Context: an optimization exercise on an open-source flow, tuned for small area, a short achievable clock period and few clock cycles per item. The choices shown serve that exercise and are no tape-out recipe.
Function was checked by simulation only, so behaviour that the tests miss may differ from the original.

old:
Design SNN, start of the top module:
module SNN(
	clk,
	rst_n,
	in_valid,
	img,
	ker,
	weight,
	out_valid,
	out_data
);
Size: roughly 2900 cells after synthesis, roughly 0.034 mm² of cells after synthesis.
export LEC_CHECK = 0
export ABC_AREA = 1
export CAP_MARGIN = 20
export CORE_MARGIN = 2
export CORE_UTILIZATION = 55
export CTS_BUF_LIST = sky130_fd_sc_hd__clkbuf_16
export CTS_CLUSTER_DIAMETER = 100
export CTS_CLUSTER_SIZE = 20
export SLEW_MARGIN = 20
export SYNTH_HIERARCHICAL = 1
create_clock -name core_clock -period 17.0 [get_ports {clk}]
standard.sh (not shown) runs the stock make flow with config.mk's settings and CLKGATE_MAP_FILE= SYNTH_SCRIPT=/design/flow/synth_recipe.tcl, a recipe that flattens the netlist after the stock synthesis.
==> flow/flow/run.sh <==
#!/bin/bash
# The standard layout (standard.sh), with these changes to how it is made:
#  - the port buffers are buf_4 cells instead of the cell buffer_ports picks
#    by default (a slow delay buffer);
#  - the timing repair steps aim for 12.45 ns of setup slack on the 17 ns
#    clock and may change a cell's footprint, so they size up the gates of
#    the longest paths. The clock, its period and the constraints are
#    unchanged.
set -o pipefail
bash standard.sh \
  BUFFER_PORTS_ARGS="-buffer_cell sky130_fd_sc_hd__buf_4" \
  SETUP_SLACK_MARGIN=12.45 \
  MATCH_CELL_FOOTPRINT=0 \
  finish 2>&1 | tee standard.log
Testbench counts of old, summed over its fixed seeds: cycles 14,976, items 192.
diff inputs: old => new
diff --git a/flow/config.mk b/flow/config.mk
--- a/flow/config.mk
+++ b/flow/config.mk
@@ -6,5 +6,4 @@
 export NUM_CORES = 4
 export LEC_CHECK = 0
-export ABC_AREA = 1
 export CAP_MARGIN = 20
 export CORE_MARGIN = 2
## What came out
Per the comparison of new with old, multi-input combinational gate total lower, final net count lost about 6%, average vias per placed instance rose by 0.16.
new -> old: sequential share of layout area flat
Run comparison: new highest routed metal layer met5; old highest routed metal layer met4
Changes observed in new relative to old: final area barely changed, area enclosed by the die boundary lost about 0.9%.
Going from old to new, utilization grows by 0.31 points.
On slew at the pin closest to its max-slew limit, new tracks old almost exactly.
| first-pass GRT wire length | lower: new |
Period utilization: old vs new, no meaningful difference

========
Another version of the RTL of SNN (not shown whole).
Size: roughly 2,600 cells after synthesis, roughly 510 flip-flops, about 34,000 µm² of cells after synthesis.
clock: 17.0 ns
lec_check: 0
cap_margin: 20
core_margin: 2
core_utilization: 55
cts_buf_list: sky130_fd_sc_hd__clkbuf_8 sky130_fd_sc_hd__clkbuf_4
slew_margin: 20
synth_hierarchical: 1
==> flow/flow/run.sh <==
#!/bin/bash
# The standard layout, with the port buffers made of buf_4 cells instead of
# the cell buffer_ports picks by default (a slow delay buffer).
set -o pipefail
export BUFFER_PORTS_ARGS="-buffer_cell sky130_fd_sc_hd__buf_4"
bash standard.sh 2>&1 | tee standard.log
The baseline went through all stages and came out clean.
Testbench counts at the start, summed over its fixed seeds: cycles 14,976, items 192.
Rerun with:
==> flow/run.sh (new file) <==
#!/bin/bash
# synth_recipe.tcl (not shown) runs the flow's synth.tcl, then flattens the netlist and writes it again
# the make line also repeats each setting of config.mk as NAME=value (left out here)
make -C /OpenROAD-flow-scripts/flow DESIGN_CONFIG=/design/flow/config.mk WORK_HOME=/design/flow/orfs CLKGATE_MAP_FILE= SYNTH_SCRIPT=/design/flow/synth_recipe.tcl finish
removed: flow/flow/run.sh
removed: flow/standard.sh
The new run completed without violations.
Non-clock buffer count goes up by 1.
Clock-buffer cell count came out higher by 7.
First-iteration DRC count shrinks by 11%.

========
Another version of the RTL of SNN (not shown whole).
Size in the first run: roughly 2,800 cells after synthesis, ~500 flip-flops.
==> flow/design.v (excerpt) <==
module SNN(
	clk,
	rst_n,
	in_valid,
	img,
	ker,
	weight,
	out_valid,
	out_data
);
clock: 17.0 ns
lec_check: 0
cap_margin: 20
core_margin: 2
core_utilization: 55
cts_buf_list: sky130_fd_sc_hd__clkbuf_8 sky130_fd_sc_hd__clkbuf_4
slew_margin: 20
synth_hierarchical: 1
==> flow/flow/run.sh <==
#!/bin/bash
# The standard layout, with the port buffers made of buf_4 cells instead of
# the cell buffer_ports picks by default (a slow delay buffer).
set -o pipefail
export BUFFER_PORTS_ARGS="-buffer_cell sky130_fd_sc_hd__buf_4"
bash standard.sh 2>&1 | tee standard.log
Testbench counts at the start, summed over its fixed seeds: cycles 14,976, items 192.
Rerun with:
==> flow/flow/run.sh (replaced) <==
#!/bin/bash
# The standard layout (standard.sh), with these changes to how it is made:
#  - the port buffers are buf_4 cells instead of the cell buffer_ports picks
#    by default (a slow delay buffer);
#  - the timing repair steps aim for 12.7 ns of setup slack on the 17 ns
#    clock and may change a cell's footprint, so they size up the gates of
#    the longest paths. The clock, its period and the constraints are
#    unchanged.
set -o pipefail
bash standard.sh \
  BUFFER_PORTS_ARGS="-buffer_cell sky130_fd_sc_hd__buf_4" \
  SETUP_SLACK_MARGIN=12.7 \
  MATCH_CELL_FOOTPRINT=0 \
  finish 2>&1 | tee standard.log
=>
- final area went up by 2.1%
- area after synthesis stays the same
- sequential cell count does not change
- routed wire length went up by 0.87%
- setup slack gains 0.0052 ns
- synthesized cell count stays the same
- count of clock-buffer cells in the layout stays the same
Rerun with:
--- a/flow/flow/run.sh
+++ b/flow/flow/run.sh
@@ -11,3 +11,3 @@
   BUFFER_PORTS_ARGS="-buffer_cell sky130_fd_sc_hd__buf_4" \
-  SETUP_SLACK_MARGIN=12.7 \
+  SETUP_SLACK_MARGIN=12.45 \
   MATCH_CELL_FOOTPRINT=0 \
- CTS_BUF_LIST: sky130_fd_sc_hd__clkbuf_8 sky130_fd_sc_hd__clkbuf_4 -> sky130_fd_sc_hd__clkbuf_16 sky130_fd_sc_hd__clkbuf_8
What happened: The changed run finished clean. Worst hold slack gains 0.0082 ns. Clock-buffer cell count is lower by 63. Worst setup slack gets better by 0.073 ns. Cell area shrinks by 1.5%. Synthesized cell count stays the same. Wire length is lower by 1.2%.

========
SNN, a different RTL version from the one above (not shown whole).
For scale: roughly 3000 cells after synthesis.
export LEC_CHECK = 0
export CAP_MARGIN = 20
export CORE_MARGIN = 2
export CORE_UTILIZATION = 55
export CTS_BUF_LIST = sky130_fd_sc_hd__clkbuf_8 sky130_fd_sc_hd__clkbuf_4
export SLEW_MARGIN = 20
export SYNTH_HIERARCHICAL = 1
create_clock -name core_clock -period 17.0 [get_ports {clk}]
==> flow/flow/run.sh <==
#!/bin/bash
# The standard layout, with two changes to how it is made:
#  - the port buffers are buf_4 cells instead of the cell buffer_ports picks
#    by default (a slow delay buffer);
#  - the timing repair steps aim for 12.6 ns of setup slack on the 17 ns
#    clock, so they size up the gates of the longest register-to-register
#    paths. The clock, its period and the constraints are unchanged.
set -o pipefail
export BUFFER_PORTS_ARGS="-buffer_cell sky130_fd_sc_hd__buf_4"
export SETUP_SLACK_MARGIN=12.6
bash standard.sh 2>&1 | tee standard.log
Testbench counts at the start, summed over its fixed seeds: cycles 14,976, items 192.
Edit:
==> flow/flow/run.sh (replaced) <==
#!/bin/bash
# The standard layout, with the port buffers made of buf_4 cells instead of
# the cell buffer_ports picks by default (a slow delay buffer).
set -o pipefail
export BUFFER_PORTS_ARGS="-buffer_cell sky130_fd_sc_hd__buf_4"
bash standard.sh 2>&1 | tee standard.log
- The changed run completed with no timing, DRC or antenna violations
- setup slack gets worse by 0.073 ns
- core utilization is lower by 0.50 points
- first-iteration DRC count drops by about 2%
- wire length falls by 0.37%
- final cell count shrinks by about 0.5%
Edit:
CORE_UTILIZATION = 65   (was 55)
Result: Die area went down by about 15%; worst hold slack is worse by 0.016 ns; design area falls by 0.89%; core utilization rose by 11 points.
Edit:
==> flow/flow/run.sh (replaced) <==
#!/bin/bash
# The standard layout (standard.sh), with these changes to how it is made:
#  - the port buffers are buf_4 cells instead of the cell buffer_ports picks
#    by default (a slow delay buffer);
#  - the timing repair steps aim for 12.7 ns of setup slack on the 17 ns
#    clock and may change a cell's footprint, so they size up the gates of
#    the longest paths. The clock, its period and the constraints are
#    unchanged.
set -o pipefail
bash standard.sh \
  BUFFER_PORTS_ARGS="-buffer_cell sky130_fd_sc_hd__buf_4" \
  SETUP_SLACK_MARGIN=12.7 \
  MATCH_CELL_FOOTPRINT=0 \
  finish 2>&1 | tee standard.log
CORE_UTILIZATION = 55   (was 65)
After rerunning: The new run went through all stages and came out clean. Sequential share of layout area fell by 0.65 points. Register-to-register slack is better by 0.36 ns. Synthesized cell count does not change. Global-route usage shrinks by 4.0 points.

========
RTL: one of the versions met above, not the one the previous note started from.
Size in the first run: about 2700 cells after synthesis, about 38 I/O pins, ~34000 um2 of cells after synthesis.
==> flow/config.mk <==
export PLATFORM = sky130hd
export DESIGN_NAME = SNN
export DESIGN_NICKNAME = SNN
export VERILOG_FILES = /design/flow/design.v
export SDC_FILE = /design/flow/constraint.sdc
export NUM_CORES = 4
export LEC_CHECK = 0
export CAP_MARGIN = 20
export CORE_MARGIN = 2
export CORE_UTILIZATION = 55
export CTS_BUF_LIST = sky130_fd_sc_hd__clkbuf_16
export CTS_CLUSTER_DIAMETER = 110
export CTS_CLUSTER_SIZE = 24
export SLEW_MARGIN = 20
export SYNTH_HIERARCHICAL = 1
==> flow/constraint.sdc <==
create_clock -name core_clock -period 17.0 [get_ports {clk}]
set_input_delay 3.4000 -clock core_clock [delete_from_list [all_inputs] [get_ports {clk}]]
set_output_delay 3.4000 -clock core_clock [all_outputs]
set_load 0.01 [all_outputs]
==> flow/flow/run.sh <==
#!/bin/bash
# The standard layout (standard.sh), with these changes to how it is made:
#  - the port buffers are buf_4 cells instead of the cell buffer_ports picks
#    by default (a slow delay buffer);
#  - the timing repair steps aim for 12.45 ns of setup slack on the 17 ns
#    clock and may change a cell's footprint, so they size up the gates of
#    the longest paths. The clock, its period and the constraints are
#    unchanged.
set -o pipefail
bash standard.sh \
  BUFFER_PORTS_ARGS="-buffer_cell sky130_fd_sc_hd__buf_4" \
  SETUP_SLACK_MARGIN=12.45 \
  MATCH_CELL_FOOTPRINT=0 \
  finish 2>&1 | tee standard.log
Testbench counts at the start, summed over its fixed seeds: cycles 14,976, items 192.
Then changed:
CORE_UTILIZATION = 70   (was 55)
CTS_CLUSTER_DIAMETER = 100   (was 110)
Via count increases by about 3.4%.
First-iteration DRC count increases by about 40%.
Design area stays flat.
Register-to-register slack got worse by 220 ps.
Worst setup slack got worse by 150 ps.
Area after synthesis is unchanged.
Critical path depth increases by 13.
Then changed:
--- a/flow/flow/run.sh
+++ b/flow/flow/run.sh
@@ -5 +5 @@
-#  - the timing repair steps aim for 12.45 ns of setup slack on the 17 ns
+#  - the timing repair steps aim for 12.5 ns of setup slack on the 17 ns
@@ -12 +12 @@
-  SETUP_SLACK_MARGIN=12.45 \
+  SETUP_SLACK_MARGIN=12.5 \
CORE_UTILIZATION = 55   (was 70)
CTS_CLUSTER_DIAMETER = 115   (was 100)
CTS_CLUSTER_SIZE = 26   (was 24)
- The changed run went through all stages and came out clean
- worst setup slack improves by 140 ps
- utilization goes down by 17 points
- die area rises by a quarter to a third

-- what the ideal ports hide --
The flow's constraints put no driver on any port. The routed layouts listed below were extracted and timed again, unchanged, in two steps.
Step 1, drivers: a clkbuf_16 drives clk and a buf_2 each remaining input, both assumed.
Step 2 also shifts input and output timing later by t, the mid clock arrival at the registers, as if the neighbouring blocks saw the same clock.
Three values: ideal ports, drivers, drivers and shift; two values: the first two.
run	t, ns	setup slack, ns	worst setup path after step 2	worst data-port slew with drivers (ns)
old	0.659	12.471 / 12.412 / 12.406	input to register	0.10
new	0.681	12.480 / 12.413 / 12.584	input to register	0.10
the first run of note 2	0.732	12.292 / 12.292 / 12.292	register to register	0.04
the second run of note 2	0.720	12.048 / 11.989 / 12.291	input to register	0.06
the first run of note 3	0.734	12.409 / 12.345 / 12.507	register to register	0.10
the second run of note 3	0.734	12.415 / 12.350 / 12.543	input to register	0.11
the third run of note 3	0.666	12.488 / 12.424 / 12.539	register to register	0.11
the first run of note 4	0.734	12.386 / 12.327 / 12.621	input to register	0.11
the second run of note 4	0.734	12.313 / 12.313 / 12.313	register to register	0.10
the third run of note 4	0.712	12.411 / 12.350 / 12.447	register to register	0.11
the fourth run of note 4	0.734	12.390 / 12.331 / 12.623	input to register	0.10
the first run of note 5	0.649	12.498 / 12.433 / 12.575	register to register	0.11
the second run of note 5	0.641	12.353 / 12.353 / 12.353	register to register	0.09
the third run of note 5	0.641	12.491 / 12.426 / 12.616	input to register	0.10
After both steps setup and hold are still met in every run listed. For old, which loses most, drivers alone change the setup slack by -0.059 ns; drivers and shift together by -0.065 ns.
